Source: an optimization exercise on an open RTL-to-GDS flow (aim: small area). Production flows keep margins and buffers that such runs may drop.
RTL that was checked went through simulation tests only; none was proved equivalent to the original.
Only the layout flow was run in runs 1 and 2; the RTL was not checked for function there.
The clock port is modelled as an ideal driver; clocking choices that lean on that would not hold on a real chip.
Power and IR drop assume default switching activity.

$ cat flow/design.v
module clock_div(
    input clk, rst,
    output segtick,
    output [2:0] e,
    output ttick,       
    output ftick        
    );
    reg [6:0] ue;
    reg [4:0] w25;
    reg [2:0] w5;
    reg [6:0] z;
    reg [6:0] ue_n;
    integer i;
    reg c;
    always @* begin
        c = 1'b1;
        for (i = 0; i < 7; i = i + 1) begin ue_n[i] = ue[i] ^ c; c = c & ue[i]; end
    end
    wire w25_last = (w25 == 5'b10000);
    always @(posedge clk or posedge rst)
        if (rst) begin
            ue <= 7'd122; w25 <= 5'd0; w5 <= 3'd0; z <= 7'd0;
        end else begin
            ue  <= ue_n;
            w25 <= {w25[3:0], w25[4] ^ w25[2] ^ ~(w25[0] | w25[1])};
            if (w25_last) w5 <= {w5[1:0], ~(w5[1] | w5[2])};
            z   <= {z[5:0], z[6] ^ z[5] ^ ~(z[0] | z[1])};
        end
    assign segtick = &ue[3:0];
    assign e = ue[6:4];
    assign ttick = (ue[2:0] == 3'd6) & w5[1] & w5[0] & (w25 == 5'b00101);
    assign ftick = (w25 == 5'd0) & (z == 7'd0);
endmodule
module bottomFlag(
    input  key, clk, clr,
    output reg flag
    );
    reg s1, kc, s2;
    reg [2:0] count;
    wire c2 = ~count[2] & count[1] & ~count[0];
    always @(posedge clk or posedge clr)
        if (clr) begin
            s1 <= 1'b0; kc <= 1'b0; count <= 3'd0; s2 <= 1'b0; flag <= 1'b0;
        end else begin
            s1    <= key;
            kc    <= key & ~s1;
            count <= kc ? 3'd0 : {count[2] ^ (count[1] & count[0]), count[1] ^ count[0], ~count[0]};
            if (c2) s2 <= key;
            flag  <= c2 & key & ~s2;
        end
endmodule
module flowLED (input clk, rst,
                input en,
                input ftick,
                output [5:0] led);
    reg [2:0] kk;
    reg winD;
    always @(posedge clk or posedge rst)
        if (rst) begin kk <= 3'b100; winD <= 1'b0; end
        else begin
            winD <= en;
            if (ftick) kk <= {kk[1:0], ~kk[2]};
        end
    assign led[5] = winD & ~kk[2] & ~kk[0];
    assign led[4] = winD &  kk[0] & ~kk[1];
    assign led[3] = winD &  kk[1] & ~kk[2];
    assign led[2] = winD &  kk[2] &  kk[0];
    assign led[1] = winD &  kk[1] & ~kk[0];
    assign led[0] = winD &  kk[2] & ~kk[1];
endmodule
module seg_tube(
    input clk, rst, segtick,
    input [2:0] e,
    input [3:0] pre,
    output [7:0] seg_out,
    output [7:0] seg_en
);
    reg [3:0] data, shown;
    always @(posedge clk or posedge rst)
        if (rst) begin data <= 4'd0; shown <= 4'hf; end
        else if (segtick) begin data <= pre; shown <= data; end
    wire blank = &shown;
    reg [6:0] seg7;
    always @* begin
        case (shown)
            4'd0: seg7 = 7'b100_0000;
            4'd1: seg7 = 7'b111_1001;
            4'd2: seg7 = 7'b010_0100;
            4'd3: seg7 = 7'b011_0000;
            4'd4: seg7 = 7'b001_1001;
            4'd5: seg7 = 7'b001_0010;
            4'd6: seg7 = 7'b000_0010;
            4'd7: seg7 = 7'b111_1000;
            4'd8: seg7 = 7'b000_0000;
            4'd9: seg7 = 7'b001_0000;
            default: seg7 = 7'b111_1111;
        endcase
    end
    assign seg_out = {~(e == 3'd2), seg7};
    assign seg_en = {~((e == 3'd7) & ~blank), e != 3'd6, e != 3'd5, e != 3'd4,
                     e != 3'd3, e != 3'd2, e != 3'd1, e != 3'd0};
endmodule
module seg_functions(
    input clk, rst, timer_en, ttick,
    input [1:0] gs,
    input [2:0] e,
    input [3:0] st1, st10,
    input [1:0] st100,
    output reg [3:0] pre
);
    reg [3:0] sec1, min1;
    reg [2:0] sec10, min10;
    function [3:0] bcd_inc(input [3:0] b);
        bcd_inc = {(b[2] & b[1] & b[0]) | (b[3] & ~b[0]), b[2] ^ (b[1] & b[0]), ~b[3] & (b[1] ^ b[0]), ~b[0]};
    endfunction
    wire clr    = ttick & (gs == 2'b00);
    wire inc    = ttick & timer_en & (gs != 2'b00);
    wire c_s1   = sec1[3] & sec1[0];                   
    wire c_s10  = sec10[2] & sec10[0];                 
    wire c_m1   = min1[3] & min1[0];                   
    wire m63    = min10[2] & min10[1] & min1[1] & min1[0];
    wire i_s10  = inc & c_s1;
    wire i_m1   = i_s10 & c_s10;
    wire i_m10  = i_m1 & c_m1;
    always @(posedge clk or posedge rst)
        if (rst) begin
            sec1 <= 4'd0; sec10 <= 3'd0; min1 <= 4'd0; min10 <= 3'd0;
        end else begin
            sec1  <= clr ? 4'd0 : inc ? bcd_inc(sec1) : sec1;
            sec10 <= clr ? 3'd0 : i_s10 ? {(sec10[2] & ~sec10[0]) | (sec10[1] & sec10[0]),
                                           ~sec10[2] & (sec10[1] ^ sec10[0]), ~sec10[0]} : sec10;
            min1  <= (clr | (i_m1 & m63)) ? 4'd0 : i_m1 ? bcd_inc(min1) : min1;
            min10 <= (clr | (i_m1 & m63)) ? 3'd0 : i_m10 ? {min10[2] ^ (min10[1] & min10[0]),
                                           min10[1] ^ min10[0], ~min10[0]} : min10;
        end
    reg [3:0] dsel;
    always @* begin
        case (e)
            3'd7: dsel = {1'b0, sec10};
            3'd0: dsel = min1;
            3'd1: dsel = {1'b0, min10};
            3'd2: dsel = st1;
            3'd3: dsel = st10;
            3'd4: dsel = {2'b0, st100};
            3'd5: dsel = 4'd0;
            default: dsel = sec1;
        endcase
    end
    always @(posedge clk) pre <= dsel;
endmodule
module fsm (input clk, rst,
            input start_sw,
            input win_flag,
            input active,
            output reg [1:0] gs,
            output reg timer_en,    
            output reg [3:0] st1,
            output reg [3:0] st10,
            output reg [1:0] st100);
    wire playing = gs[0] ^ gs[1];
    wire st_zero = ~(|st1) & ~(|st10) & ~(|st100);
    wire st1_5   = st1[2] & ~st1[1] & st1[0];
    wire st10_5  = st10[2] & ~st10[1] & st10[0];
    wire st1_9   = st1[3] & st1[0];
    wire st10_9  = st10[3] & st10[0];
    wire inc     = playing & active;
    wire clr     = ~(gs[0] | gs[1]) | (inc & st100[1] & st10_5 & st1_5);
    wire inc10   = inc & st1_9;
    wire inc100  = inc10 & st10_9;
    function [3:0] bcd_inc(input [3:0] b);
        bcd_inc = {(b[2] & b[1] & b[0]) | (b[3] & ~b[0]), b[2] ^ (b[1] & b[0]), ~b[3] & (b[1] ^ b[0]), ~b[0]};
    endfunction
    always @(posedge clk) timer_en <= playing;
    always @(posedge clk or posedge rst)
        if (rst) begin
            gs <= 2'b00;
            st1 <= 4'd0; st10 <= 4'd0; st100 <= 2'd0;
        end else begin
            if (~start_sw)     gs <= 2'b00;
            else if (win_flag) gs <= 2'b11;
            else if (st_zero)  gs <= 2'b10;
            else               gs <= 2'b01;
            st1   <= clr ? 4'd0 : inc ? bcd_inc(st1) : st1;
            st10  <= clr ? 4'd0 : inc10 ? bcd_inc(st10) : st10;
            st100 <= clr ? 2'd0 : inc100 ? {st100[0], ~(st100[1] | st100[0])} : st100;
        end
endmodule
module play (input clk, rst,
             input [1:0] gs,
             input [3:0] act,
             input random,
             input set,
             input [4:0] num,
             output reg possible_led,
             output reg [1:0] g0, g1, g2, gbp,
             output reg gb,
             output reg win_flag);
    reg [1:0] o0, o1, o2, bp;
    wire [1:0] o3 = o0 ^ o1 ^ o2;
    wire [4:0] rc;
    random rd (clk, rst, rc);
    wire [4:0] idx = random ? rc : num;
    reg [5:0] tb;
    always @* begin
        case (idx)
            5'd0:  tb = {2'd0, 2'd1, 2'd3};
            5'd1:  tb = {2'd0, 2'd2, 2'd3};
            5'd2:  tb = {2'd1, 2'd0, 2'd3};
            5'd3:  tb = {2'd1, 2'd2, 2'd3};
            5'd4:  tb = {2'd2, 2'd0, 2'd3};
            5'd5:  tb = {2'd2, 2'd1, 2'd3};
            5'd6:  tb = {2'd0, 2'd1, 2'd2};
            5'd7:  tb = {2'd0, 2'd3, 2'd2};
            5'd8:  tb = {2'd1, 2'd0, 2'd2};
            5'd9:  tb = {2'd1, 2'd3, 2'd2};
            5'd10: tb = {2'd3, 2'd0, 2'd2};
            5'd11: tb = {2'd3, 2'd1, 2'd2};
            5'd12: tb = {2'd0, 2'd2, 2'd1};
            5'd13: tb = {2'd0, 2'd3, 2'd1};
            5'd14: tb = {2'd2, 2'd0, 2'd1};
            5'd15: tb = {2'd2, 2'd3, 2'd1};
            5'd16: tb = {2'd3, 2'd0, 2'd1};
            5'd17: tb = {2'd3, 2'd2, 2'd1};
            5'd18: tb = {2'd1, 2'd2, 2'd0};
            5'd19: tb = {2'd1, 2'd3, 2'd0};
            5'd20: tb = {2'd2, 2'd1, 2'd0};
            5'd21: tb = {2'd2, 2'd3, 2'd0};
            5'd22: tb = {2'd3, 2'd1, 2'd0};
            5'd23: tb = {2'd3, 2'd2, 2'd0};
            5'd24: tb = {2'd3, 2'd2, 2'd0};
            5'd30: tb = {2'd0, 2'd1, 2'd2};    
            5'd25: tb = {2'd3, 2'd3, 2'd0};
            5'd26: tb = {2'd1, 2'd2, 2'd2};
            5'd27: tb = {2'd1, 2'd3, 2'd2};
            5'd28: tb = {2'd2, 2'd3, 2'd0};
            5'd29: tb = {2'd2, 2'd3, 2'd0};
            default: tb = {2'd0, 2'd3, 2'd2};
        endcase
    end
    wire load = set & (random | ~(num[4] & num[3]));
    wire gaming = ~gs[1] & gs[0];
    wire b00 = bp == 2'b00, b01 = bp == 2'b01, b10 = bp == 2'b10, b11 = bp == 2'b11;
    wire m01 = gaming & (b00 & act[1] | b01 & act[3]);
    wire m02 = gaming & (b00 & ~act[1] & act[2] | b10 & act[0]);
    wire m13 = gaming & (b01 & ~act[3] & act[2] | b11 & act[0]);
    wire m23 = gaming & (b10 & ~act[0] & act[1] | b11 & ~act[0] & act[3]);
    wire ld  = (gs == 2'b00) & load;
    always @(posedge clk or posedge rst)
        if (rst) begin
            o0 <= 2'd0; o1 <= 2'd1; o2 <= 2'd2; bp <= 2'b10;
        end else begin
            o0 <= ld ? tb[5:4] : m01 ? o1 : m02 ? o2 : o0;
            o1 <= ld ? tb[3:2] : m01 ? o0 : m13 ? o3 : o1;
            o2 <= ld ? tb[1:0] : m02 ? o0 : m23 ? o3 : o2;
            if (gs == 2'b10)
                bp <= (o0 == 2'd3) ? 2'b00 : (o1 == 2'd3) ? 2'b01 : (o2 == 2'd3) ? 2'b10 : 2'b11;
            else
                bp <= bp ^ {m02 | m13, m01 | m23};
        end
    always @(posedge clk or posedge rst)
        if (rst) possible_led <= 1'b1;
        else case ({o0, o1, o2})
            {2'd0, 2'd1, 2'd2}, {2'd2, 2'd0, 2'd3}, {2'd3, 2'd2, 2'd1}, {2'd1, 2'd3, 2'd0},
            {2'd2, 2'd0, 2'd1}, {2'd1, 2'd2, 2'd3}, {2'd3, 2'd1, 2'd0}, {2'd2, 2'd3, 2'd1},
            {2'd1, 2'd2, 2'd0}, {2'd0, 2'd1, 2'd3}, {2'd3, 2'd0, 2'd2}, {2'd0, 2'd3, 2'd2}:
                possible_led <= 1'b1;
            default: possible_led <= 1'b0;
        endcase
    always @(posedge clk)
        if (gs != 2'b11) begin
            g0 <= o0; g1 <= o1; g2 <= o2; gbp <= bp;
        end
    always @(posedge clk or posedge rst)
        if (rst) begin
            gb <= 1'b0; win_flag <= 1'b0;
        end else begin
            if (gs != 2'b11) gb <= gs[0] ^ gs[1];
            win_flag <= gb & (gbp == 2'b11) & (g0 == 2'd0) & (g1 == 2'd1) & (g2 == 2'd2);
        end
endmodule
module random (input clk, rst, output reg [4:0] rc);
    always @(posedge clk or posedge rst)
        if (rst) rc <= 5'd30;
        else if (rc[4] & rc[3]) rc <= 5'd0;
        else rc <= {rc[4] ^ (rc[3] & rc[2] & rc[1] & rc[0]), rc[3] ^ (rc[2] & rc[1] & rc[0]),
                    rc[2] ^ (rc[1] & rc[0]), rc[1] ^ rc[0], ~rc[0]};
endmodule
module vga_sync (
    input clk, rst,
    output reg [9:0] hc,
    output reg [9:0] vd,
    output reg hsync, vsync,
    output reg A,         
    output [1:0] q_t,     
    output actC,          
    output blank          
);
    reg [9:0] hc_n, vd_n;
    integer i;
    reg c, d;
    always @* begin
        c = 1'b1; d = 1'b1;
        for (i = 0; i < 10; i = i + 1) begin
            hc_n[i] = hc[i] ^ c; c = c & hc[i];
            vd_n[i] = vd[i] ^ d; d = d & vd[i];
        end
    end
    wire h_end   = (hc == 10'd655);
    wire h_start = &hc;                           
    always @(posedge clk or posedge rst)
        if (rst) begin hc <= 10'd878; vd <= 10'd988; end
        else begin
            hc <= h_end ? 10'd880 : hc_n;
            if (h_start) vd <= (vd == 10'd488) ? 10'd989 : vd_n;
        end
    wire vd_in = ~vd[9] & (vd[8:0] <= 9'd480);
    wire h799 = (hc == 10'd653);                  
    always @(posedge clk or posedge rst)
        if (rst) begin hsync <= 1'b0; vsync <= 1'b0; A <= 1'b0; end
        else begin
            if (h799) hsync <= 1'b0;
            else if (hc == 10'd973) hsync <= 1'b1;                  
            if ((hc == 10'd654) & (vd == 10'd488)) vsync <= 1'b0;   
            else if (h799 & (vd == 10'd990)) vsync <= 1'b1;         
            if ((hc == 10'd1021) & ((vd == 10'd1023) | (~vd[9] & (vd[8:0] <= 9'd479)))) A <= 1'b1;    
            else if (hc == 10'd478) A <= 1'b0;                                                     
        end
    assign q_t = {hc[9] ? (~vd[9] & (vd[8:0] >= 9'd240)) : (vd[8:0] > 9'd240), ~hc[9] & (hc[8:0] >= 9'd239)};
    assign actC  = ~hc[9] & (hc[8:0] <= 9'd480) & vd_in;
    assign blank = ~vd_in;
endmodule
module vga (input clk, rst,
            input [9:0] hc, vc,
            input A, actC, blank,
            input [1:0] q_t,
            input [1:0] g0, g1, g2, gbp,
            input gb,
            input [11:0] rom_data,
            output [3:0] red, green, blue,
            output [17:0] rom_addr);
    reg [1:0] fld;
    always @* case (q_t)
        2'd0: fld = g0; 2'd1: fld = g1; 2'd2: fld = g2; default: fld = g0 ^ g1 ^ g2;
    endcase
    wire blk = gb & (gbp == q_t);
    reg [2:0] sa, sb;
    always @(posedge clk or posedge rst)
        if (rst) begin sa <= 3'b100; sb <= 3'b100; end
        else begin
            if (A) sa <= blk ? 3'b101 : {1'b0, fld};
            sb <= sa;
        end
    function [17:0] add18(input [17:0] a, input [17:0] b, input cin);
        integer i; reg c;
        begin
            c = cin;
            for (i = 0; i < 18; i = i + 1) begin
                add18[i] = a[i] ^ b[i] ^ c;
                c = (a[i] & b[i]) | (c & (a[i] ^ b[i]));
            end
        end
    endfunction
    wire sx = sb[0], sy = sb[1];
    wire qxc = hc[8:0] > 9'd240;
    wire [4:0] kx = (sx & ~qxc) ? 5'd15 : (~sx & qxc) ? 5'd17 : 5'd0;
    wire [4:0] xh = add18({13'd0, hc[8:4]}, {13'd0, kx}, 1'b0);
    wire [8:0] X2 = actC ? {xh, hc[3:0]} : (sx ? 9'd480 : 9'd240);
    wire qy = vc[8:0] > 9'd240;
    wire [4:0] ky = (sy & ~qy) ? 5'd15 : (~sy & qy) ? 5'd17 : 5'd0;
    wire [4:0] yh = add18({13'd0, vc[8:4]}, {13'd0, ky}, 1'b0);
    wire [8:0] Y2 = blank ? (sy ? 9'd480 : 9'd240) : {yh, vc[3:0]};
    wire [8:0] X3 = sb[2] ? 9'd0 : X2;
    wire [8:0] Y3 = sb[2] ? (sb[0] ? 9'd480 : 9'd0) : Y2;
    assign rom_addr = add18({Y3, X3}, ~{4'd0, Y3, 5'd0}, 1'b1);
    reg [11:0] rom_q;
    always @(posedge clk) rom_q <= rom_data;
    reg [11:0] rgb;
    always @(posedge clk or posedge rst)
        if (rst) rgb <= 12'd0;
        else rgb <= A ? rom_q : 12'd0;
    assign red   = rgb[11:8];
    assign green = rgb[7:4];
    assign blue  = rgb[3:0];
endmodule
module top (input sys_clk,
            input rst,
            input [4:0] bottom,
            input [5:0] key,
            input random_key,
            input [11:0] rom_data,
            output possi_led,
            output [7:0] DIG,
            output [7:0] Y,
            output [5:0] flow_led,
            output [3:0] red,
            output [3:0] green,
            output [3:0] blue,
            output hsync,
            vsync,
            output [5:0] key_led,
            output rd_led,
            output [17:0] rom_addr);
    assign key_led = key;
    assign rd_led  = random_key;
    wire segtick, ttick, ftick;
    wire [2:0] e;
    clock_div tbase (sys_clk, rst, segtick, e, ttick, ftick);
    wire set_flag;
    wire [3:0] act;
    bottomFlag stF (bottom[0], sys_clk, rst, set_flag);
    bottomFlag a0  (bottom[1], sys_clk, rst, act[0]);
    bottomFlag a1  (bottom[2], sys_clk, rst, act[1]);
    bottomFlag a2  (bottom[3], sys_clk, rst, act[2]);
    bottomFlag a3  (bottom[4], sys_clk, rst, act[3]);
    wire [1:0] gs;
    wire timer_en, win_flag;
    wire [3:0] st1, st10;
    wire [1:0] st100;
    fsm fsm (sys_clk, rst, key[5], win_flag, |act, gs, timer_en, st1, st10, st100);
    wire [1:0] g0, g1, g2, gbp;
    wire gb;
    play pC (sys_clk, rst, gs, act, random_key, set_flag, key[4:0], possi_led,
             g0, g1, g2, gbp, gb, win_flag);
    flowLED fled (sys_clk, rst, win_flag, ftick, flow_led);
    wire [3:0] pre;
    seg_functions sf (sys_clk, rst, timer_en, ttick, gs, e, st1, st10, st100, pre);
    seg_tube st (sys_clk, rst, segtick, e, pre, Y, DIG);
    wire [9:0] hc, vc;
    wire A, actC, blank;
    wire [1:0] q_t;
    vga_sync sync (sys_clk, rst, hc, vc, hsync, vsync, A, q_t, actC, blank);
    vga vga (sys_clk, rst, hc, vc, A, actC, blank, q_t,
             g0, g1, g2, gbp, gb, rom_data, red, green, blue, rom_addr);
endmodule
$ cat flow/flow/run.sh
#!/bin/bash
# Standard ORFS layout (the standard.sh, standard synthesis), with changes
# to how the layout is built only:
#  - port buffers use the smallest buffer cell (buf_1) instead of the default
#  - clock tree built from clkbuf_8 cells, without dummy balancing loads
#  - after CTS, logic cells are downsized where timing, slew and load allow
#    (flow/post_cts.tcl)
# The make output goes to standard_flow.log; ORFS keeps each tool's log under
# orfs/logs/.
set -euo pipefail
here=$(pwd)
export BUFFER_PORTS_ARGS="-buffer_cell sky130_fd_sc_hd__buf_1"
export CTS_ARGS="-sink_clustering_enable -repair_clock_nets -dont_use_dummy_load -buf_list sky130_fd_sc_hd__clkbuf_8 -root_buf sky130_fd_sc_hd__clkbuf_8"
export POST_CTS_TCL="$here/flow/post_cts.tcl"
bash standard.sh finish > standard_flow.log 2>&1
$ cat flow/flow/downsize.tcl
# Swap standard cells (except clock-tree cells) for the smallest cell of the same
# function (same name, lower drive strength) one at a time, keeping a swap only
# if it leaves no slew or capacitance violation and positive setup slack.
proc my_downsize {min_slack} {
  set block [ord::get_db_block]
  set db [ord::get_db]
  set n 0; set saved 0
  foreach inst [$block getInsts] {
    set m [$inst getMaster]
    if {[$m getType] ne "CORE"} { continue }
    set name [$m getName]
    if {![regexp {^(sky130_fd_sc_hd__[a-z0-9]+)_([0-9]+)$} $name -> base drv]} { continue }
    if {[string match "*clkbuf*" $base] || [string match "*clkinv*" $base] || [string match "*df*" $base]} { continue }
    set cands {}
    set a0 [expr [$m getWidth]*[$m getHeight]]
    foreach lc [get_lib_cells ${base}_*] {
      set cn [get_name $lc]
      set mm [$db findMaster $cn]
      if {$mm eq "NULL"} { continue }
      set a [expr [$mm getWidth]*[$mm getHeight]]
      if {$a < $a0} { lappend cands [list $a $cn] }
    }
    foreach c [lsort -real -index 0 $cands] {
      set cn [lindex $c 1]
      replace_cell [get_cells [$inst getName]] [get_lib_cells $cn]
      estimate_parasitics -placement
      if {[sta::max_slew_violation_count] == 0 && [sta::max_capacitance_violation_count] == 0 && [sta::worst_slack_cmd max] > $min_slack} {
        incr n; set saved [expr $saved + ($a0 - [lindex $c 0])/1e6]
        break
      }
      replace_cell [get_cells [$inst getName]] [get_lib_cells $name]
    }
  }
  estimate_parasitics -placement
  puts "downsize: $n cells, [format %.1f $saved] um2"
}
$ cat flow/flow/post_cts.tcl
# Run by ORFS's cts step (POST_CTS_TCL) after clock tree synthesis and timing
# repair: give every logic cell the smallest drive strength that keeps the
# design free of slew, capacitance and setup violations, then re-legalise.
source [file join [file dirname [info script]] downsize.tcl]
my_downsize 1e-9
detailed_placement
check_placement -verbose
estimate_parasitics -placement
$ cat flow/standard.sh
#!/bin/bash
# synth_recipe.tcl (not shown) runs the flow's synth.tcl, then flattens the netlist and writes it again
# the make line also repeats each setting of config.mk as NAME=value (left out here)
make -C /OpenROAD-flow-scripts/flow DESIGN_CONFIG=/design/flow/config.mk WORK_HOME=/design/flow/orfs CLKGATE_MAP_FILE= SYNTH_SCRIPT=/design/flow/synth_recipe.tcl "${@:-finish}"
$ cat flow/config.mk
export PLATFORM = sky130hd
export DESIGN_NAME = top
export DESIGN_NICKNAME = top
export VERILOG_FILES = /design/flow/design.v
export SDC_FILE = /design/flow/constraint.sdc
export NUM_CORES = 4
export LEC_CHECK = 0
export ABC_AREA = 1
export CAP_MARGIN = 20
export CORE_MARGIN = 2
export CORE_UTILIZATION = 40
export SLEW_MARGIN = 20
$ cat flow/constraint.sdc
create_clock -name core_clock -period 12.0 [get_ports {sys_clk}]
set_input_delay 2.4000 -clock core_clock [delete_from_list [all_inputs] [get_ports {sys_clk}]]
set_output_delay 2.4000 -clock core_clock [all_outputs]
set_load 0.01 [all_outputs]
==> reports/qor.csv, run 1 <==
stage,metric,value,unit
run_status,status,finished clean,
place,dp.cells,1391,
floorplan,dieWidth,155,um
yosys,synthCells,1034,
yosys,yosysWarningCount,10,
layout,final_common_cell,nand2_1,
yosys,synth_edf_count,8,
drt,avgViaCountPerCell,4.82,
layout,nets,1223,
layout,stdcell_count,1408,
critical_path,crit_arrival,6.89,ns
power_and_ir_drop,ir_drop,0.0733,mV
yosys,syn_area,9160,um^2
timing,setup_viol,0,
place,placed_area,9760,um^2
floorplan,fp.dieH,155,um
layout,n_antenna_cell,0,
timing,relSlewSlack,0.332,
clock_network,cts_tree,built,
clock_network,clock_sinks,177,
critical_path,path_class,register to primary output,
timing,timing.hold.ws,0.365,ns
drt,vias,6782,
yosys,synthDistinctLibCells,55,
yosys,syn_avg_cell_area,8.86,um^2
place,portBuffers,87,
critical_path,worst-path-max-fanout,6,
global_route,grt_pass1_vias,6315,
drt,drt-pass1-iter-count,5,
floorplan,dieArea,24100,um^2
floorplan,row_count,55,
timing,setup_tns,0,ns
yosys,seq_area_frac_synth,0.483,
timing,worst_pin_slew,0.994,ns
yosys,synthArstFlopShare,0.859,
yosys,ys_ff_latch,177,
timing,grt_setup_unrepaired,no,
power_and_ir_drop,power_density,132,nW/um^2
drt,dr.first_iter.drc_count,304,
power_and_ir_drop,leakage,4.97,nW
layout,area_growth,7.80,%
timing,fin_crit_sh,0.774,
place,dp_hpwl,12900,um
clock_network,insertion_delay,0.46,ns
global_route,grt_start_max_net_pins,92,
critical_path,endpoint_kind,primary output,
place,routabilityCongestion,0.841,
global_route,antenna_found_initial,0,
drt,wl_per_cell,12.4,um
min_path,hold_path_class,register to register,
critical_path,cp.required,9.60,ns
layout,mostFrequentLayoutCells,"193 x nand2_1, 180 x inv_1, 118 x dfrtp_1",
yosys,syn_nets,1132,
critical_path,worst_setup_path_start_kind,register,
drt,drc,0,
timing,fin_worst_skew,0.0327,ns
global_route,grt_first_pass_wirelength,29900,um
drt,ant_nets,0,
timing,hold_violations,0,
drt,finalWirelength,17400,um
layout,drive_above_1_share,0.0543,
global_route,grt.overflow.total,0,
floorplan,ios,88,
floorplan,core,22600,um^2
yosys,synthFlopType,dfrtp_1,
clock_network,clkTransAtPathRegs,0.10,ns
timing,final.min_clock_period,9.29,ns
floorplan,start_util,0.406,
global_route,grt_usage,0.151,
timing,max_freq,0.108,GHz
timing,drv_slew,0,
flow_run,maxCapViolations,0,
layout,final_cell_area,9870,um^2
worst paths after layout:
| path | start | end | slack [ns] | depth (start not counted) |
|---|---|---|---|---|
| setup / recovery | sync.hc[5] | rom_addr[17] | 2.71 | 25 |
| hold / removal | vga.rom_q[10] | vga.rgb[10] | 0.37 | 2 |
| setup reg to reg | tbase.ue[1] | sf.min1[1] | 8.77 | 10 |
| hold reg to reg | vga.rom_q[10] | vga.rgb[10] | 0.37 | 2 |
| max in group asynchronous | rst | pC.o1[1] | 8.59 | 3 |
| min in group asynchronous | rst | stF.s1 | 2.12 | 2 |
cell families after synthesis:
| kind of cell | count (synthesis) | share of synthesized area |
|---|---|---|
| AO/OA/AOI/OAI | 140 | 0.0892 |
| XOR/XNOR | 25 | 0.0239 |
| adder cells (fa/ha/maj) | 72 | 0.110 |
| buffers and inverters | 198 | 0.0847 |
| flip-flops | 177 | 0.483 |
| multiplexers | 4 | 0.00492 |
| AND/OR/NAND/NOR | 418 | 0.204 |
synthesized netlist by cell type (all sizes together), types with 2 or more instances:
library cell    n  area share
xor2           11       0.011
o22ai           6      0.0041
o211ai          6      0.0049
ha             58       0.079
or2             3      0.0020
nor2          112       0.049
buf            10      0.0075
o21ai          78       0.044
clkbuf          6      0.0026
xnor2          14       0.013
nand3          52       0.031
a22oi           3      0.0025
dfxtp          17       0.037
a22o            2      0.0019
nor4            4      0.0027
a31oi           3      0.0020
inv           181       0.074
nand4          29       0.020
nor3           22       0.014
dfrtp         118        0.32
a21oi          25       0.014
nand3b          3      0.0038
dfstp          34       0.098
nand2         193       0.081
o21a            2      0.0016
mux2            4      0.0049
fa             14       0.031
edfxtp          8       0.026
o2111ai         5      0.0048
registers in the layout (all words and copies together) (netlist names), 4 cells and up:
name       cells
vga.rgb       12
pC.rd.rc       5
tbase.w25      5
sf.sec1        4
tbase.z        7
sync.vd       10
sf.pre         4
vga.rom_q     12
sf.min1        4
fsm.st10       4
st.shown       4
tbase.ue       7
sync.hc       10
st.data        4
fsm.st1        4
cell type report:
| class | count | area, um^2 |
|---|---|---|
| Tap cell | 285 | 357 |
| Timing Repair Buffer | 88 | 334 |
| Multi-Input combinational cell | 659 | 3830 |
| Clock buffer | 17 | 234 |
| Inverter | 182 | 688 |
| Sequential cell | 177 | 4430 |
| Fill cell | 2253 | 12700 |
per-layer routing:
metal,share of wire,vias up,GRT usage
li1,-,3489,-
met1,0.50,3181,0.209
met2,0.46,93,0.244
met3,0.027,19,0.0279
met4,0.010,0,0.0393
met5,0,-,0
per-stage QoR:
stage | utilization | setup WS [ns] | total power, mW
6_report | 0.437 | 2.71 | 1.30
5_1_grt | 0.437 | 2.33 | 1.40
3_5_place_dp | 0.432 | 3.21 | 1.01
3_3_place_gp | 0.432 | 3.36 | 1.00
2_1_floorplan | - | 3.63 | 0.944
worst max-delay path, stage by stage (launching register included):
cell and delay, ns:
dfstp_2 0.61, nand3_1 0.10, inv_1 0.07, a31oi_1 0.11, ha_1 0.30, inv_1 0.04
ha_1 0.19, fa_1 0.41, fa_1 0.40, fa_1 0.43, nor2_1 0.11, nor2_1 0.07
fa_1 0.43, fa_1 0.40, fa_1 0.39, fa_1 0.40, fa_1 0.40, fa_1 0.41
fa_1 0.37, inv_1 0.06, ha_1 0.13, ha_1 0.15, ha_1 0.17, nand3b_1 0.11
nand2_1 0.05, buf_1 0.12
where the power goes:
part / internal (mW) / switching (mW) / total (mW) / leakage (nW)
clock: 0.125 / 0.184 / 0.310 / 0.122
sequential: 0.680 / 0.0631 / 0.744 / 2.13
combinational: 0.0939 / 0.158 / 0.252 / 2.72
total: 0.900 / 0.405 / 1.30 / 4.97
==> run 2, diff against run 1 <==
--- a/flow/design.v
+++ b/flow/design.v
@@ -290,6 +290,6 @@
     output reg [9:0] hc,
     output reg [9:0] vd,
-    output reg hsync, vsync,
-    output reg A,         
+    output hsync, vsync,
+    output A,             
     output [1:0] q_t,     
     output actC,          
@@ -314,16 +314,12 @@
             if (h_start) vd <= (vd == 10'd488) ? 10'd989 : vd_n;
         end
+    wire h_wrap = (hc == 10'd654) | h_end;        
+    wire early  = (hc[9] & hc[8]) | h_wrap;       
+    assign hsync = ~(((hc >= 10'd878) & (hc <= 10'd973)) | h_wrap);
+    assign vsync = ~(early ? ((vd == 10'd988) | (vd == 10'd989) | ((vd == 10'd488) & (hc != 10'd654)))
+                           : ((vd == 10'd989) | (vd == 10'd990)));
     wire vd_in = ~vd[9] & (vd[8:0] <= 9'd480);
-    wire h799 = (hc == 10'd653);                  
-    always @(posedge clk or posedge rst)
-        if (rst) begin hsync <= 1'b0; vsync <= 1'b0; A <= 1'b0; end
-        else begin
-            if (h799) hsync <= 1'b0;
-            else if (hc == 10'd973) hsync <= 1'b1;                  
-            if ((hc == 10'd654) & (vd == 10'd488)) vsync <= 1'b0;   
-            else if (h799 & (vd == 10'd990)) vsync <= 1'b1;         
-            if ((hc == 10'd1021) & ((vd == 10'd1023) | (~vd[9] & (vd[8:0] <= 9'd479)))) A <= 1'b1;    
-            else if (hc == 10'd478) A <= 1'b0;                                                     
-        end
+    assign A   = (~hc[9] & (hc[8:0] <= 9'd478) & vd_in) |
+                 ((hc >= 10'd1022) & ((vd == 10'd1023) | (~vd[9] & (vd[8:0] <= 9'd479))));
     assign q_t = {hc[9] ? (~vd[9] & (vd[8:0] >= 9'd240)) : (vd[8:0] > 9'd240), ~hc[9] & (hc[8:0] >= 9'd239)};
     assign actC  = ~hc[9] & (hc[8:0] <= 9'd480) & vd_in;
==> run 2 against run 1 <==
  * Wire length increased by 0.20%
  * Critical path depth is the same
  * Design area increased by 0.37%
  * Combinational power grew about 90%
  * Critical endpoint unchanged
  * Sequential cell count fell by 3
  * Die area rose by 0.43%
  * Global-route usage increased by 0.15 points
  * Register-to-register slack improved by 0.71 ns
  * Sequential share of layout area fell by 0.92 points
  * Setup slack worse by 0.10 ns
==> reports/qor.csv, run 2 <==
stage,metric,value,unit
critical_path,crit_arrival,7.00,ns
place,dp_hpwl,13000,um
critical_path,endpoint_kind,primary output,
floorplan,dieWidth,156,um
place,pre_cts_ws,3.08,ns
layout,mostFrequentLayoutCells,"178 x inv_1, 178 x nand2_1, 126 x nor2_1",
critical_path,crit_start,sync.hc[6],
layout,fin_util,0.438,
global_route,grt_start_max_net_pins,80,
power_and_ir_drop,p_total,1.55,mW
min_path,hold_path_class,register to register,
global_route,grt_usage,0.152,
critical_path,worst-path-max-fanout,8,
drt,avgViaCountPerCell,4.86,
critical_path,path_class,register to primary output,
yosys,synthArstFlopShare,0.856,
run_status,status,finished clean,
critical_path,cp.required,9.60,ns
clock_network,cts_tree,built,
place,routabilityCongestion,0.876,
critical_path,r2r_start,sync.vd[0],
timing,timing.hold.ws,0.366,ns
yosys,synth.most_common_cell,inv_1,
yosys,synth_edf_count,8,
floorplan,row_count,55,
critical_path,cp-endpoint,rom_addr[17],
timing,max_freq,0.106,GHz
layout,area_growth,7.73,%
critical_path,worst_setup_path_start_kind,register,
floorplan,start_util,0.406,
yosys,ys_ff_latch,174,
power_and_ir_drop,ir_drop,0.103,mV
yosys,synthDistinctLibCells,51,
yosys,synth.area.top_cells,"dfrtp_1 31%, dfstp_2 9.7%, ha_1 8.2%",
critical_path,worstReg2RegEnd,sync.vd[9],
floorplan,fp.dieH,156,um
timing,fin_worst_skew,0.0358,ns
timing,setup_viol,0,
layout,largestRegisters,"vga.rgb: 12 flops, vga.rom_q: 12 flops",
drt,dr.first_iter.drc_count,381,
drt,finalWirelength,17400,um
power_and_ir_drop,power_density,157,nW/um^2
place,placed_area,9790,um^2
timing,drv_slew,0,
layout,nets,1243,
clock_network,clkTransAtPathRegs,0.08,ns
timing,setup_tns,0,ns
yosys,syn_avg_cell_area,8.74,um^2
global_route,grt_first_pass_wirelength,30200,um
yosys,synthCells,1053,
drt,ant_nets,0,
clock_network,clock_sinks,174,
flow_run,maxCapViolations,0,
layout,n_antenna_cell,0,
yosys,synth_commonest_cells,"178 x inv_1, 174 x nand2_1, 120 x nor2_1",
drt,drt-pass1-iter-count,5,
floorplan,core,22600,um^2
timing,relSlewSlack,0.419,
drt,drc,0,
clock_network,insertion_delay,0.45,ns
floorplan,ios,88,
yosys,yosysWarningCount,10,
place,dp.cells,1409,
global_route,grt.overflow.total,0,
global_route,grt_pass1_vias,6572,
yosys,synthFlopType,dfrtp_1,
timing,fin_crit_sh,0.783,
timing,grt_setup_unrepaired,no,
yosys,yosys.area.top_type_share,0.313,
critical_path,reg2regPathDepth,10,
global_route,antenna_found_initial,0,
yosys,synth_top_area_cell,dfrtp_1,
yosys,syn_area,9200,um^2
critical_path,rrSetupSlack,9.48,ns
layout,final_cell_area,9910,um^2
yosys,seq_area_frac_synth,0.473,
drt,wl_per_cell,12.2,um
place,portBuffers,87,
layout,stdcell_count,1426,
layout,drive_above_1_share,0.0631,
timing,setup_ws,2.60,ns
power_and_ir_drop,leakage,4.89,nW
yosys,syn_nets,1153,
floorplan,dieArea,24200,um^2
timing,final.min_clock_period,9.40,ns
timing,worst_pin_slew,0.872,ns
drt,vias,6926,
timing,hold_violations,0,
run 2: cell types whose count changed in the layout (fill, tap and decap cells not counted), moves of 5 or more:
cell and change:
a21oi_1 +9, inv_2 +5, nand2_1 -15, nand4_1 -9, nor2_1 +14, nor3_1 +7
o21ai_0 -18, o21ai_1 +11, o22ai_1 +8, or2_2 +5
run 2: power breakdown:
| group | internal (mW) | leakage (nW) | switching (mW) |
|---|---|---|---|
| Sequential | 0.690 | 2.05 | 0.0781 |
| Combinational | 0.186 | 2.72 | 0.292 |
| Clock | 0.125 | 0.122 | 0.181 |
run 2: worst min-delay path by stage:
stage / startpoint / end / slack (ns) / cells after the start
6_report: vga.sa[2] / vga.sb[2] / 0.37 / 0
3_5_place_dp: tbase.z[0] / tbase.z[1] / 0.35 / 0
2_1_floorplan: tbase.z[0] / tbase.z[1] / 0.35 / 0
3_3_place_gp: tbase.z[0] / tbase.z[1] / 0.35 / 0
5_1_grt: vga.sa[2] / vga.sb[2] / 0.38 / 0
run 2: layout make-up:
cell class	count	area (um^2)
fill	2281	12700
sequential	174	4350
multi-input combinational	678	3940
inverter	184	696
tap	285	357
timing repair buffer	88	334
clock buffer	17	234
run 2: per-layer routing:
metal / track usage / share of wire / vias to the layer above
met5: 0 / 0 / -
met4: 0.0389 / 0.011 / 0
met1: 0.199 / 0.48 / 3236
li1: - / - / 3554
met3: 0.0325 / 0.032 / 15
met2: 0.258 / 0.48 / 121
run 2: logic make-up after synthesis:
family	Yosys count	share of synthesized area
simple gates	426	0.206
buf+inv	201	0.0869
flops	174	0.473
compound gates	150	0.0940
fa+ha+maj	74	0.112
xor+xnor	24	0.0229
mux	4	0.00490
run 2: worst max-delay path, cell delays in order (launching register included):
cell and delay, ns:
dfstp_2 0.62, nand2_1 0.11, nor2_1 0.20, a21oi_1 0.13, ha_1 0.29, inv_1 0.04
ha_1 0.18, fa_1 0.38, fa_1 0.39, fa_1 0.42, o21ai_0 0.18, inv_1 0.08
fa_1 0.43, fa_1 0.40, fa_1 0.40, fa_1 0.39, fa_1 0.40, fa_1 0.39
fa_1 0.37, inv_1 0.06, ha_1 0.13, ha_1 0.14, ha_1 0.15, nand3b_1 0.10
nand2_1 0.05, buf_1 0.11
==> run 3, diff against run 2 <==
--- a/flow/design.v
+++ b/flow/design.v
@@ -94,5 +94,10 @@
             4'd8: seg7 = 7'b000_0000;
             4'd9: seg7 = 7'b001_0000;
-            default: seg7 = 7'b111_1111;
+            4'hf: seg7 = 7'b111_1111;
+            4'ha: seg7 = 7'b010_0110;
+            4'hb: seg7 = 7'b011_0110;
+            4'hc: seg7 = 7'b001_1001;
+            4'hd: seg7 = 7'b001_0011;
+            default: seg7 = 7'b000_0111;
         endcase
     end
@@ -253,18 +258,14 @@
             o1 <= ld ? tb[3:2] : m01 ? o0 : m13 ? o3 : o1;
             o2 <= ld ? tb[1:0] : m02 ? o0 : m23 ? o3 : o2;
-            if (gs == 2'b10)
-                bp <= (o0 == 2'd3) ? 2'b00 : (o1 == 2'd3) ? 2'b01 : (o2 == 2'd3) ? 2'b10 : 2'b11;
+            if (gs == 2'b10)    
+                bp <= {~o0[0] & ~o1[1] | ~o0[1] & ~o1[0], ~o0[1] & ~o2[0] | ~o0[0] & ~o2[1]};
             else
                 bp <= bp ^ {m02 | m13, m01 | m23};
         end
+    wire [5:0] o = {o0, o1, o2};
     always @(posedge clk or posedge rst)
         if (rst) possible_led <= 1'b1;
-        else case ({o0, o1, o2})
-            {2'd0, 2'd1, 2'd2}, {2'd2, 2'd0, 2'd3}, {2'd3, 2'd2, 2'd1}, {2'd1, 2'd3, 2'd0},
-            {2'd2, 2'd0, 2'd1}, {2'd1, 2'd2, 2'd3}, {2'd3, 2'd1, 2'd0}, {2'd2, 2'd3, 2'd1},
-            {2'd1, 2'd2, 2'd0}, {2'd0, 2'd1, 2'd3}, {2'd3, 2'd0, 2'd2}, {2'd0, 2'd3, 2'd2}:
-                possible_led <= 1'b1;
-            default: possible_led <= 1'b0;
-        endcase
+        else possible_led <= (~o[5] & ~o[4] & o[2] & o[1]) | (o[5] & ~o[4] & ~o[2]) | (o[4] & o[3] & o[0]) |
+                             (~o[5] & ~o[1] & ~o[0]) | (o[5] & ~o[2] & o[1]) | (o[4] & o[2] & ~o[1]) | (o[5] & o[3] & o[0]);
     always @(posedge clk)
         if (gs != 2'b11) begin
@@ -276,5 +277,5 @@
         end else begin
             if (gs != 2'b11) gb <= gs[0] ^ gs[1];
-            win_flag <= gb & (gbp == 2'b11) & (g0 == 2'd0) & (g1 == 2'd1) & (g2 == 2'd2);
+            win_flag <= gb & (gbp == 2'b11) & ~g0[0] & ~g1[1] & g2[1] & ~g2[0];    
         end
 endmodule
@@ -290,15 +291,18 @@
     output reg [9:0] hc,
     output reg [9:0] vd,
-    output hsync, vsync,
-    output A,             
+    output reg hsync, vsync,
+    output reg A,         
     output [1:0] q_t,     
     output actC,          
     output blank          
 );
+    wire h_hi    = hc[9] & ~hc[8] & hc[7];             
+    wire h_end   = h_hi & (hc[3:0] == 4'b1111);        
+    wire h_start = &hc;                           
     reg [9:0] hc_n, vd_n;
     integer i;
     reg c, d;
     always @* begin
-        c = 1'b1; d = 1'b1;
+        c = 1'b1; d = h_start;    
         for (i = 0; i < 10; i = i + 1) begin
             hc_n[i] = hc[i] ^ c; c = c & hc[i];
@@ -306,20 +310,22 @@
         end
     end
-    wire h_end   = (hc == 10'd655);
-    wire h_start = &hc;                           
     always @(posedge clk or posedge rst)
         if (rst) begin hc <= 10'd878; vd <= 10'd988; end
         else begin
             hc <= h_end ? 10'd880 : hc_n;
-            if (h_start) vd <= (vd == 10'd488) ? 10'd989 : vd_n;
+            vd <= (h_start & ~vd[9] & (&vd[8:5]) & vd[3]) ? 10'd989 : vd_n;    
         end
-    wire h_wrap = (hc == 10'd654) | h_end;        
-    wire early  = (hc[9] & hc[8]) | h_wrap;       
-    assign hsync = ~(((hc >= 10'd878) & (hc <= 10'd973)) | h_wrap);
-    assign vsync = ~(early ? ((vd == 10'd988) | (vd == 10'd989) | ((vd == 10'd488) & (hc != 10'd654)))
-                           : ((vd == 10'd989) | (vd == 10'd990)));
     wire vd_in = ~vd[9] & (vd[8:0] <= 9'd480);
-    assign A   = (~hc[9] & (hc[8:0] <= 9'd478) & vd_in) |
-                 ((hc >= 10'd1022) & ((vd == 10'd1023) | (~vd[9] & (vd[8:0] <= 9'd479))));
+    wire h799 = h_hi & (hc[3:0] == 4'b1101);            
+    always @(posedge clk or posedge rst)
+        if (rst) begin hsync <= 1'b0; vsync <= 1'b0; A <= 1'b0; end
+        else begin
+            if (h799) hsync <= 1'b0;
+            else if (hc == 10'd973) hsync <= 1'b1;                  
+            if (h_hi & (hc[3:0] == 4'b1110) & ~vd[9] & (&vd[8:5]) & vd[3]) vsync <= 1'b0;   
+            else if (h799 & vd[9] & ~vd[5] & vd[1] & ~vd[0]) vsync <= 1'b1;                 
+            if ((hc == 10'd1021) & ((vd == 10'd1023) | (~vd[9] & (vd[8:0] <= 9'd479)))) A <= 1'b1;    
+            else if (hc == 10'd478) A <= 1'b0;                                                     
+        end
     assign q_t = {hc[9] ? (~vd[9] & (vd[8:0] >= 9'd240)) : (vd[8:0] > 9'd240), ~hc[9] & (hc[8:0] >= 9'd239)};
     assign actC  = ~hc[9] & (hc[8:0] <= 9'd480) & vd_in;
==> run 3 against run 2 <==
  * Clock skew down 0.0024 ns
  * Critical path depth is 1 lower
  * Setup slack improved by 0.11 ns
  * Combinational power decreased by 46%
  * Global-route usage increased by 0.086 points
  * Hold slack got worse by 0.017 ns
  * Critical path type unchanged
==> reports/qor.csv, run 3 <==
stage,metric,value,unit
flow_run,maxCapViolations,0,
yosys,synth_edf_count,8,
yosys,synth.most_common_cell,inv_1,
drt,avgViaCountPerCell,4.81,
timing,final.min_clock_period,9.28,ns
drt,finalWirelength,17000,um
global_route,grt_pass1_vias,6413,
floorplan,dieArea,23700,um^2
yosys,synth-adder-area-share,0.115,
clock_network,clkTransAtPathRegs,0.08,ns
timing,fin_crit_sh,0.774,
drt,wl_per_cell,12.6,um
global_route,grt_usage,0.153,
layout,mostFrequentLayoutCells,"169 x inv_1, 149 x nand2_1, 118 x dfrtp_1",
clock_network,insertion_delay,0.45,ns
yosys,synth_xor_area_frac,0.0244,
drt,dr.first_iter.drc_count,365,
yosys,ys_ff_latch,177,
floorplan,row_count,54,
timing,fin_worst_skew,0.0334,ns
critical_path,endpoint_kind,primary output,
global_route,grt_first_pass_wirelength,29700,um
timing,hold_violations,0,
timing,relSlewSlack,0.401,
timing,max_freq,0.108,GHz
place,routabilityCongestion,0.853,
power_and_ir_drop,leakage,4.76,nW
drt,drt-pass1-iter-count,5,
drt,drc,0,
yosys,yosys.area.top_type_share,0.329,
yosys,synth_commonest_cells,"169 x inv_1, 147 x nand2_1, 118 x dfrtp_1",
power_and_ir_drop,ir_drop,0.0624,mV
critical_path,worst-path-max-fanout,5,
timing,drv_slew,0,
yosys,synth-compound-area-share,0.0905,
floorplan,dieWidth,154,um
layout,largestRegisters,"vga.rgb: 12 flops, vga.rom_q: 12 flops",
critical_path,worst_setup_path_start_kind,register,
yosys,synthCells,984,
place,placed_area,9590,um^2
clock_network,clock_sinks,177,
timing,worst_pin_slew,0.899,ns
critical_path,crit_arrival,6.88,ns
layout,multi_input_area,3690,um^2
global_route,antenna_found_initial,0,
place,dp.cells,1337,
yosys,yosysWarningCount,10,
global_route,grt_start_max_net_pins,80,
layout,fin_util,0.441,
place,dp_hpwl,12600,um
floorplan,start_util,0.409,
drt,ant_nets,0,
yosys,synth_mux_area_frac,0.00501,
yosys,synth.area.top_cells,"dfrtp_1 33%, dfstp_2 9.9%, ha_1 8.4%",
layout,nets,1176,
timing,setup_tns,0,ns
yosys,synthArstFlopShare,0.859,
yosys,yosys.area_share.simple,0.190,
layout,n_antenna_cell,0,
yosys,synth_top_area_cell,dfrtp_1,
drt,vias,6519,
layout,final_common_cell,inv_1,
timing,grt_setup_unrepaired,no,
min_path,hold_path_class,register to register,
layout,fillCellCount,2170,
yosys,seq_area_frac_synth,0.493,
floorplan,ios,88,
power_and_ir_drop,power_density,136,nW/um^2
run_status,status,finished clean,
critical_path,path_class,register to primary output,
layout,drive_above_1_share,0.0680,
yosys,synthFlopType,dfrtp_1,
layout,area_growth,7.85,%
timing,setup_viol,0,
yosys,syn_area,8990,um^2
floorplan,fp.dieH,154,um
global_route,grt.overflow.total,0,
place,portBuffers,87,
floorplan,core,22000,um^2
layout,register_area,4430,um^2
yosys,synthDistinctLibCells,49,
yosys,syn_nets,1084,
layout,stdcell_count,1354,
layout,final_cell_area,9690,um^2
yosys,syn_avg_cell_area,9.13,um^2
critical_path,cp.required,9.60,ns
clock_network,cts_tree,built,
timing,timing.hold.ws,0.349,ns
yosys,synth_top_family_by_area,simple AND/OR/NAND/NOR gates,
-- run 3: through the flow --
step / power [mW] / setup slack [ns]
3_5_place_dp: 1.03 / 3.16
3_3_place_gp: 1.03 / 3.27
6_report: 1.31 / 2.72
2_1_floorplan: 0.962 / 3.58
5_1_grt: 1.42 / 2.33
-- run 3: path summary, 6_finish.rpt --
path	from	end	slack [ns]	depth (start not counted)
worst max-delay path	sync.hc[6]	rom_addr[17]	2.72	24
worst min-delay path	vga.sa[2]	vga.sb[2]	0.35	0
worst max register to register	sync.hc[1]	sync.vd[8]	8.50	15
worst min register to register	vga.sa[2]	vga.sb[2]	0.35	0
max in group asynchronous	rst	fsm.st1[1]	8.61	3
min in group asynchronous	rst	vga.rgb[1]	2.12	2
-- run 3: kinds of logic (layout without fill, tap and decap cells) --
group,count (synthesis),count (layout)
AOI/OAI and AO/OA,135,135
adders and majority gates,74,74
muxes,4,4
xor gates and xnor gates,25,25
buffers and inverters,189,279
and+or+nand+nor,380,380
DFF,177,177
-- run 3: power by group --
part	internal (mW)	leakage, nW	total (mW)	switching, mW
Combinational	0.102	2.51	0.257	0.155
Sequential	0.685	2.13	0.751	0.0660
Clock	0.126	0.122	0.306	0.180
Total	0.913	4.76	1.31	0.401
-- run 3: layout make-up --
cell class,count,share of cell area
Tap cell,280,0.0361
Inverter,174,0.0676
Sequential cell,177,0.457
Multi-Input combinational cell,618,0.381
Clock buffer,17,0.0241
Timing Repair Buffer,88,0.0349
-- run 3: routing by layer --
| layer | up-vias | GRT usage | part of all wire |
|---|---|---|---|
| met5 | - | 0 | 0 |
| met4 | 0 | 0.0338 | 0.0074 |
| met3 | 13 | 0.0347 | 0.034 |
| met2 | 124 | 0.260 | 0.47 |
| met1 | 3037 | 0.201 | 0.48 |
| li1 | 3345 | - | - |
-- run 3: critical path, stage by stage, from the launching register on --
cell and delay [ns]:
dfstp_2 0.59, nand2_1 0.13, nor2_1 0.17, a21oi_1 0.11, ha_1 0.28, inv_1 0.04, ha_1 0.18, fa_1 0.38
fa_1 0.43, nor2_1 0.11, nor2_1 0.07, fa_1 0.44, fa_1 0.39, fa_1 0.39, fa_1 0.41, fa_1 0.40
fa_1 0.40, fa_1 0.39, fa_1 0.37, inv_1 0.06, ha_1 0.13, ha_1 0.14, ha_1 0.16, xnor2_1 0.12
buf_1 0.16
==> run 4, diff against run 3 <==
--- a/flow/design.v
+++ b/flow/design.v
@@ -116,26 +116,27 @@
     reg [3:0] sec1, min1;
     reg [2:0] sec10, min10;
-    function [3:0] bcd_inc(input [3:0] b);
-        bcd_inc = {(b[2] & b[1] & b[0]) | (b[3] & ~b[0]), b[2] ^ (b[1] & b[0]), ~b[3] & (b[1] ^ b[0]), ~b[0]};
+    function [3:0] bcd_step(input [3:0] b, input ci);
+        reg w;
+        begin
+            w = ci & b[3] & b[0];
+            bcd_step = {(b[3] ^ (ci & b[2] & b[1] & b[0])) & ~w, b[2] ^ (ci & b[1] & b[0]),
+                        (b[1] ^ (ci & b[0])) & ~w, b[0] ^ ci};
+        end
     endfunction
     wire clr    = ttick & (gs == 2'b00);
     wire inc    = ttick & timer_en & (gs != 2'b00);
-    wire c_s1   = sec1[3] & sec1[0];                   
-    wire c_s10  = sec10[2] & sec10[0];                 
-    wire c_m1   = min1[3] & min1[0];                   
+    wire i_s10  = inc & sec1[3] & sec1[0];             
+    wire w_s10  = i_s10 & sec10[2] & sec10[0];         
     wire m63    = min10[2] & min10[1] & min1[1] & min1[0];
-    wire i_s10  = inc & c_s1;
-    wire i_m1   = i_s10 & c_s10;
-    wire i_m10  = i_m1 & c_m1;
+    wire i_m10  = w_s10 & min1[3] & min1[0];           
+    wire zm     = clr | (w_s10 & m63);
     always @(posedge clk or posedge rst)
         if (rst) begin
             sec1 <= 4'd0; sec10 <= 3'd0; min1 <= 4'd0; min10 <= 3'd0;
         end else begin
-            sec1  <= clr ? 4'd0 : inc ? bcd_inc(sec1) : sec1;
-            sec10 <= clr ? 3'd0 : i_s10 ? {(sec10[2] & ~sec10[0]) | (sec10[1] & sec10[0]),
-                                           ~sec10[2] & (sec10[1] ^ sec10[0]), ~sec10[0]} : sec10;
-            min1  <= (clr | (i_m1 & m63)) ? 4'd0 : i_m1 ? bcd_inc(min1) : min1;
-            min10 <= (clr | (i_m1 & m63)) ? 3'd0 : i_m10 ? {min10[2] ^ (min10[1] & min10[0]),
-                                           min10[1] ^ min10[0], ~min10[0]} : min10;
+            sec1  <= clr ? 4'd0 : bcd_step(sec1, inc);
+            sec10 <= (clr | w_s10) ? 3'd0 : {sec10[2] ^ (i_s10 & sec10[1] & sec10[0]), sec10[1] ^ (i_s10 & sec10[0]), sec10[0] ^ i_s10};
+            min1  <= zm ? 4'd0 : bcd_step(min1, w_s10);
+            min10 <= zm ? 3'd0 : {min10[2] ^ (i_m10 & min10[1] & min10[0]), min10[1] ^ (i_m10 & min10[0]), min10[0] ^ i_m10};
         end
     reg [3:0] dsel;
@@ -173,6 +174,11 @@
     wire inc10   = inc & st1_9;
     wire inc100  = inc10 & st10_9;
-    function [3:0] bcd_inc(input [3:0] b);
-        bcd_inc = {(b[2] & b[1] & b[0]) | (b[3] & ~b[0]), b[2] ^ (b[1] & b[0]), ~b[3] & (b[1] ^ b[0]), ~b[0]};
+    function [3:0] bcd_step(input [3:0] b, input ci);
+        reg w;
+        begin
+            w = ci & b[3] & b[0];
+            bcd_step = {(b[3] ^ (ci & b[2] & b[1] & b[0])) & ~w, b[2] ^ (ci & b[1] & b[0]),
+                        (b[1] ^ (ci & b[0])) & ~w, b[0] ^ ci};
+        end
     endfunction
     always @(posedge clk) timer_en <= playing;
@@ -186,7 +192,7 @@
             else if (st_zero)  gs <= 2'b10;
             else               gs <= 2'b01;
-            st1   <= clr ? 4'd0 : inc ? bcd_inc(st1) : st1;
-            st10  <= clr ? 4'd0 : inc10 ? bcd_inc(st10) : st10;
-            st100 <= clr ? 2'd0 : inc100 ? {st100[0], ~(st100[1] | st100[0])} : st100;
+            st1   <= clr ? 4'd0 : bcd_step(st1, inc);
+            st10  <= clr ? 4'd0 : bcd_step(st10, inc10);
+            st100 <= clr ? 2'd0 : {st100[1] | (inc100 & st100[0]), st100[0] ^ inc100};
         end
 endmodule
==> run 4 against run 3 <==
  * Setup slack better by 0.037 ns
  * Global-route usage fell by 0.69 points
  * Clock skew is 0.0049 ns lower
  * Combinational power is 18% lower
  * Final cell count decreased by 1.6%
  * Critical path depth unchanged
  * Wire length fell by 5.8%
==> reports/qor.csv, run 4 <==
stage,metric,value,unit
global_route,antenna_found_initial,0,
critical_path,max_stage_delay,0.57,ns
yosys,syn_avg_cell_area,9.16,um^2
place,routabilityCongestion,0.848,
timing,drv_slew,0,
min_path,hold_path_class,register to register,
min_path,min_from,vga.sa[2],
flow_run,maxCapViolations,0,
layout,mostFrequentLayoutCells,"167 x inv_1, 159 x nand2_1, 120 x nor2_1",
place,portBuffers,87,
layout,stdcell_count,1333,
layout,largestRegisters,"vga.rgb: 12 flops, vga.rom_q: 12 flops",
critical_path,path_class,register to primary output,
layout,n_antenna_cell,0,
power_and_ir_drop,leakage,4.81,nW
floorplan,dieWidth,152,um
timing,relSlewSlack,0.362,
critical_path,cp.buffers_inverters,3,
timing,grt_setup_unrepaired,no,
drt,dr.first_iter.drc_count,259,
yosys,synth.area.top_cells,"dfrtp_1 33%, dfstp_2 10%, ha_1 8.5%",
yosys,synth.most_common_cell,inv_1,
yosys,synthFlopType,dfrtp_1,
drt,vias,6242,
place,dp_hpwl,12000,um
layout,area_growth,8.56,%
power_and_ir_drop,power_frac_comb,0.169,
timing,max_freq,0.108,GHz
layout,fillCellCount,2181,
critical_path,reg2regPathDepth,15,
floorplan,core,21800,um^2
power_and_ir_drop,p_sw,355,uW
min_path,hold_path_end,vga.sb[2],
drt,finalWirelength,16000,um
global_route,grt_usage,0.146,
critical_path,path_delay_family,adder cells,
drt,wl_per_cell,12.0,um
yosys,yosysWarningCount,10,
yosys,syn_nets,1063,
timing,fin_worst_skew,0.0285,ns
layout,nets,1155,
timing,hold_violations,0,
power_and_ir_drop,ir_drop,0.0669,mV
floorplan,ios,88,
yosys,synth_commonest_cells,"168 x inv_1, 159 x nand2_1, 118 x dfrtp_1",
timing,setup_ws,2.75,ns
drt,ant_nets,0,
power_and_ir_drop,p_total,1.24,mW
power_and_ir_drop,p_int,884,uW
critical_path,worst-path-max-fanout,4,
power_and_ir_drop,power_density,129,nW/um^2
floorplan,dieArea,23300,um^2
yosys,syn_area,8820,um^2
critical_path,worstReg2RegEnd,sync.vd[8],
yosys,synthDistinctLibCells,51,
critical_path,crit_arrival,6.85,ns
clock_network,insertion_delay,0.44,ns
timing,timing.hold.ws,0.340,ns
global_route,grt_pass1_vias,6140,
floorplan,fp.dieH,152,um
power_and_ir_drop,seq_power_share,0.584,
timing,setup_tns,0,ns
layout,drive_above_1_share,0.0684,
timing,setup_viol,0,
yosys,synth_edf_count,8,
critical_path,worst_setup_path_start_kind,register,
power_and_ir_drop,p_sw_frac,0.287,
place,placed_area,9420,um^2
run_status,status,finished clean,
critical_path,r2r_start,sync.hc[0],
drt,drc,0,
critical_path,cp_cell_sequence,nand2_1 -> nor2_1 -> a21oi_1 -> ha_1 -> inv_1 -> ha_1 -> fa_1 -> fa_1 -> nor2_1 -> nor2_1 -> fa_1 -> fa_1 -> fa_1 -> fa_1 -> fa_1 -> fa_1 -> fa_1 -> fa_1 -> inv_1 -> ha_1 -> ha_1 -> ha_1 -> xnor2_1 -> buf_1,
yosys,synthCells,963,
floorplan,start_util,0.405,
clock_network,clkTransAtPathRegs,0.08,ns
layout,final_common_cell,inv_1,
power_and_ir_drop,power.share.clock,0.246,
global_route,grt_start_max_net_pins,78,
drt,drt-pass1-iter-count,5,
floorplan,row_count,54,
timing,worst_pin_slew,0.957,ns
timing,final.min_clock_period,9.25,ns
clock_network,cts_tree,built,
critical_path,cp.required,9.60,ns
global_route,grt.overflow.total,0,
critical_path,rrSetupSlack,8.77,ns
place,pre_cts_ws,3.19,ns
critical_path,endpoint_kind,primary output,
place,dp.cells,1316,
yosys,synth_top_area_cell,dfrtp_1,
yosys,seq_area_frac_synth,0.502,
critical_path,critical-path-slowest-cell,dfstp_2,
global_route,grt_first_pass_wirelength,28500,um
yosys,ys_ff_latch,177,
timing,fin_crit_sh,0.770,
layout,fin_util,0.440,
clock_network,clock_sinks,177,
yosys,synthArstFlopShare,0.859,
yosys,yosys.area.top_type_share,0.335,
min_path,hold_depth,0,
layout,final_cell_area,9570,um^2
drt,avgViaCountPerCell,4.68,
critical_path,cpMostUsedCell,fa_1,
## run 4: worst register-to-register path: cells and delay by family, from the launching register on
kind	cells	cell delay, ns
buffers and inverters	2	0.16
adder cells (fa/ha/maj)	10	2.13
flip-flops	1	0.44
AND/OR/NAND/NOR	3	0.43
## run 4: worst max-delay path by stage
stage,from,end,slack (ns),depth (start not counted)
6_report,sync.hc[6],rom_addr[17],2.75,24
5_1_grt,sync.hc[6],rom_addr[16],2.35,24
3_5_place_dp,sync.hc[6],rom_addr[17],3.19,24
3_3_place_gp,sync.hc[6],rom_addr[17],3.28,24
2_1_floorplan,sync.hc[6],rom_addr[17],3.58,23
## run 4: cell families (layout without fill, tap and decap cells)
family / count (synthesis) / after routing / synth area share
and+or+nand+nor: 374 / 374 / 0.183
buffers and inverters: 184 / 274 / 0.0821
DFF: 177 / 177 / 0.502
AOI/OAI and AO/OA: 120 / 120 / 0.0809
adders and majority gates: 74 / 74 / 0.117
xor gates and xnor gates: 30 / 30 / 0.0298
muxes: 4 / 4 / 0.00511
## run 4: metal layers
layer / global-route usage / share of wire / vias to the layer above / routed length (um)
met1: 0.196 / 0.49 / 2879 / 7910
met4: 0.0397 / 0.011 / 0 / 184
met3: 0.0395 / 0.038 / 17 / 616
li1: - / - / 3231 / -
met2: 0.236 / 0.46 / 115 / 7310
met5: 0 / 0 / - / 0
## run 4: cell type report
type	count	area (um^2)	share of cell area
clock buffer	17	234	0.0244
sequential	177	4430	0.462
tap	280	350	0.0366
inverter	169	637	0.0665
multi-input combinational	602	3590	0.375
timing repair buffer	88	334	0.0349
## run 4: power groups by stage
stage                     Sequential, mW  Combinational, mW  Clock [mW]
after floorplan                    0.724              0.172           0
after global placement             0.734              0.211           0
after detailed placement           0.736              0.214           0
after global routing               0.736              0.247       0.346
final                              0.724              0.210       0.305
==> run 5, diff against run 4 <==
--- a/flow/config.mk
+++ b/flow/config.mk
@@ -6,5 +6,5 @@
 export NUM_CORES = 4
 export LEC_CHECK = 0
-export ABC_AREA = 1
+export ABC_AREA = 0
 export CAP_MARGIN = 20
 export CORE_MARGIN = 2
==> run 5 against run 4 <==
  * Via count shrank 9.2%
  * Critical path depth down 1
  * Design area down 1.0%
  * Non-clock buffer count grew 1
  * Register-to-register slack improved by 0.05 ns
  * Combinational power is 16% lower
  * Sequential cell count unchanged
  * Setup slack got worse by 0.14 ns
  * Global-route usage barely moved
  * Die area is 1.2% lower
  * First-iteration DRC count is 7.7% higher
  * Count of clock-buffer cells in the layout unchanged
  * Critical endpoint unchanged
==> reports/qor.csv, run 5 <==
stage,metric,value,unit
power_and_ir_drop,power.share.clock,0.249,
drt,dr.first_iter.drc_count,279,
place,dp_hpwl,11200,um
critical_path,r2r_start,sync.hc[7],
drt,finalWirelength,15500,um
yosys,synth.most_common_cell,dfrtp_1,
floorplan,fp.dieH,152,um
flow_run,maxCapViolations,0,
place,portBuffers,87,
clock_network,insertion_delay,0.46,ns
layout,stdcell_count,1149,
timing,grt_setup_unrepaired,no,
yosys,synth_top_area_cell,dfrtp_1,
floorplan,row_count,54,
floorplan,ios,88,
critical_path,cp.required,9.60,ns
global_route,grt_usage,0.146,
yosys,yosysWarningCount,10,
min_path,min_from,vga.sa[2],
yosys,ys_ff_latch,177,
place,placed_area,9290,um^2
power_and_ir_drop,p_sw,324,uW
power_and_ir_drop,power_frac_comb,0.145,
floorplan,start_util,0.403,
global_route,grt_first_pass_wirelength,26600,um
clock_network,clock_sinks,177,
yosys,synthCells,786,
yosys,synth_mux_area_frac,0.0593,
min_path,hold_path_class,register to register,
drt,drc,0,
layout,largestRegisters,"vga.rgb: 12 flops, vga.rom_q: 12 flops",
floorplan,dieArea,23000,um^2
power_and_ir_drop,p_int,887,uW
clock_network,cts_tree,built,
yosys,yosys.area.top_type_share,0.339,
yosys,seq_area_frac_synth,0.508,
yosys,syn_avg_cell_area,11.1,um^2
power_and_ir_drop,leakage,4.37,nW
global_route,grt.overflow.total,0,
place,pre_cts_ws,3.05,ns
critical_path,reg2regPathDepth,15,
critical_path,worst-path-max-fanout,8,
global_route,grt_pass1_vias,5568,
timing,fin_worst_skew,0.0289,ns
place,routabilityCongestion,0.796,
layout,mostFrequentLayoutCells,"118 x dfrtp_1, 88 x buf_1, 72 x nor2_1",
critical_path,endpoint_kind,primary output,
timing,setup_ws,2.62,ns
timing,relSlewSlack,0.429,
timing,setup_viol,0,
yosys,synth_commonest_cells,"118 x dfrtp_1, 72 x nor2_1, 60 x ha_1",
critical_path,crit_start,sync.hc[3],
drt,drt-pass1-iter-count,6,
power_and_ir_drop,p_total,1.21,mW
yosys,synth.area.top_cells,"dfrtp_1 34%, dfstp_2 10%, ha_1 8.6%",
yosys,synthFlopType,dfrtp_1,
run_status,status,finished clean,
yosys,synth_xor_area_frac,0.0362,
timing,fin_crit_sh,0.782,
timing,worst_pin_slew,0.857,ns
layout,n_antenna_cell,0,
timing,hold_violations,0,
yosys,synthArstFlopShare,0.859,
layout,fillCellCount,2120,
power_and_ir_drop,ir_drop,0.0720,mV
clock_network,clkTransAtPathRegs,0.07,ns
timing,final.min_clock_period,9.38,ns
critical_path,crit_arrival,6.98,ns
min_path,hold_depth,0,
power_and_ir_drop,power_density,128,nW/um^2
layout,final_cell_area,9480,um^2
yosys,synth_top_family_by_area,simple AND/OR/NAND/NOR gates,
drt,avgViaCountPerCell,4.93,
place,dp.cells,1132,
yosys,synthDistinctLibCells,68,
critical_path,path_class,register to primary output,
layout,area_growth,8.74,%
yosys,synth_edf_count,8,
power_and_ir_drop,p_sw_frac,0.268,
timing,setup_tns,0,ns
global_route,antenna_found_initial,0,
drt,wl_per_cell,13.5,um
drt,vias,5668,
layout,nets,971,
yosys,synth-adder-area-share,0.118,
floorplan,dieWidth,152,um
layout,final_common_cell,dfrtp_1,
drt,ant_nets,0,
yosys,synth-compound-area-share,0.0780,
floorplan,core,21600,um^2
global_route,grt_start_max_net_pins,97,
yosys,yosys.area_share.simple,0.164,
timing,max_freq,0.107,GHz
yosys,syn_nets,886,
yosys,syn_area,8710,um^2
critical_path,worst_setup_path_start_kind,register,
power_and_ir_drop,seq_power_share,0.605,
layout,drive_above_1_share,0.106,
timing,drv_slew,0,
==> run 5: cell count changes after synthesis, moves of 19 or more <==
cell     before  now
inv_1       168   54
nand2_1     159   50
nor2_1      117   72
mux2_2        4   29
nand3_1      40   16
o21ai_0      53   29
and2_1        0   22
mux2i_1       0   19
==> run 5: per-layer routing <==
metal  part of all wire  GRT usage  up-vias  wire (um)
met5                  0          0        -          0
met4              0.013     0.0458        0        206
met3              0.036     0.0329       17        556
met2               0.45      0.234       99       7050
met1               0.50      0.199     2718       7700
li1                   -          -     2834          -
==> run 5: critical path, stage by stage, from the launching register on <==
cell	delay (ns)
dfstp_2	0.40
or4_1	0.56
a31oi_1	0.24
ha_1	0.16
inv_1	0.04
ha_1	0.18
fa_1	0.38
fa_1	0.39
fa_1	0.43
nor2_1	0.12
nor2_1	0.08
fa_1	0.44
fa_1	0.39
fa_1	0.40
fa_1	0.40
fa_1	0.39
fa_1	0.39
fa_1	0.36
inv_1	0.06
ha_1	0.14
ha_1	0.15
ha_1	0.16
xnor2_1	0.12
buf_1	0.17
==> run 5: area by class of cell <==
cell class,instances,area [um^2],share of cell area
Sequential cell,177,4430,0.467
Multi-Input combinational cell,532,3920,0.414
Tap cell,280,350,0.0370
Clock buffer,17,234,0.0247
Inverter,54,208,0.0219
Timing Repair Buffer,89,338,0.0356
==> run 5: stage by stage <==
| stage | utilization | hold WS [ns] |
|---|---|---|
| floorplan | - | 0.346 |
| global placement | 0.430 | 0.353 |
| detailed placement | 0.430 | 0.351 |
| global route | 0.438 | 0.375 |
| finish | 0.438 | 0.368 |
==> run 5: power by group through the flow <==
stage | combinational, mW | sequential, mW | clock, mW
6_report | 0.176 | 0.733 | 0.302
5_1_grt | 0.206 | 0.745 | 0.345
3_5_place_dp | 0.180 | 0.745 | 0
3_3_place_gp | 0.177 | 0.743 | 0
2_1_floorplan | 0.151 | 0.726 | 0
==> run 5: kinds of logic after synthesis <==
group	count (synthesis)
buf+inv	77
fa+ha+maj	74
xor+xnor	36
compound gates	105
mux	48
flops	177
simple gates	269
==> run 5: final timing paths <==
check	end	slack (ns)
max in group asynchronous	pC.bp[0]	8.58
min reg2reg	vga.sb[2]	0.37
max reg2reg	sync.vd[9]	8.82
min in group asynchronous	fled.kk[1]	2.12
min	vga.sb[2]	0.37
max	rom_addr[17]	2.62

Check on run 5: ideal ports give 2.618 ns setup slack; a clkbuf_16 on the clock port and buf_2 on the inputs give 2.577 ns; moving port delays by the midpoint clock arrival (0.480 ns) as well gives 3.057 ns.
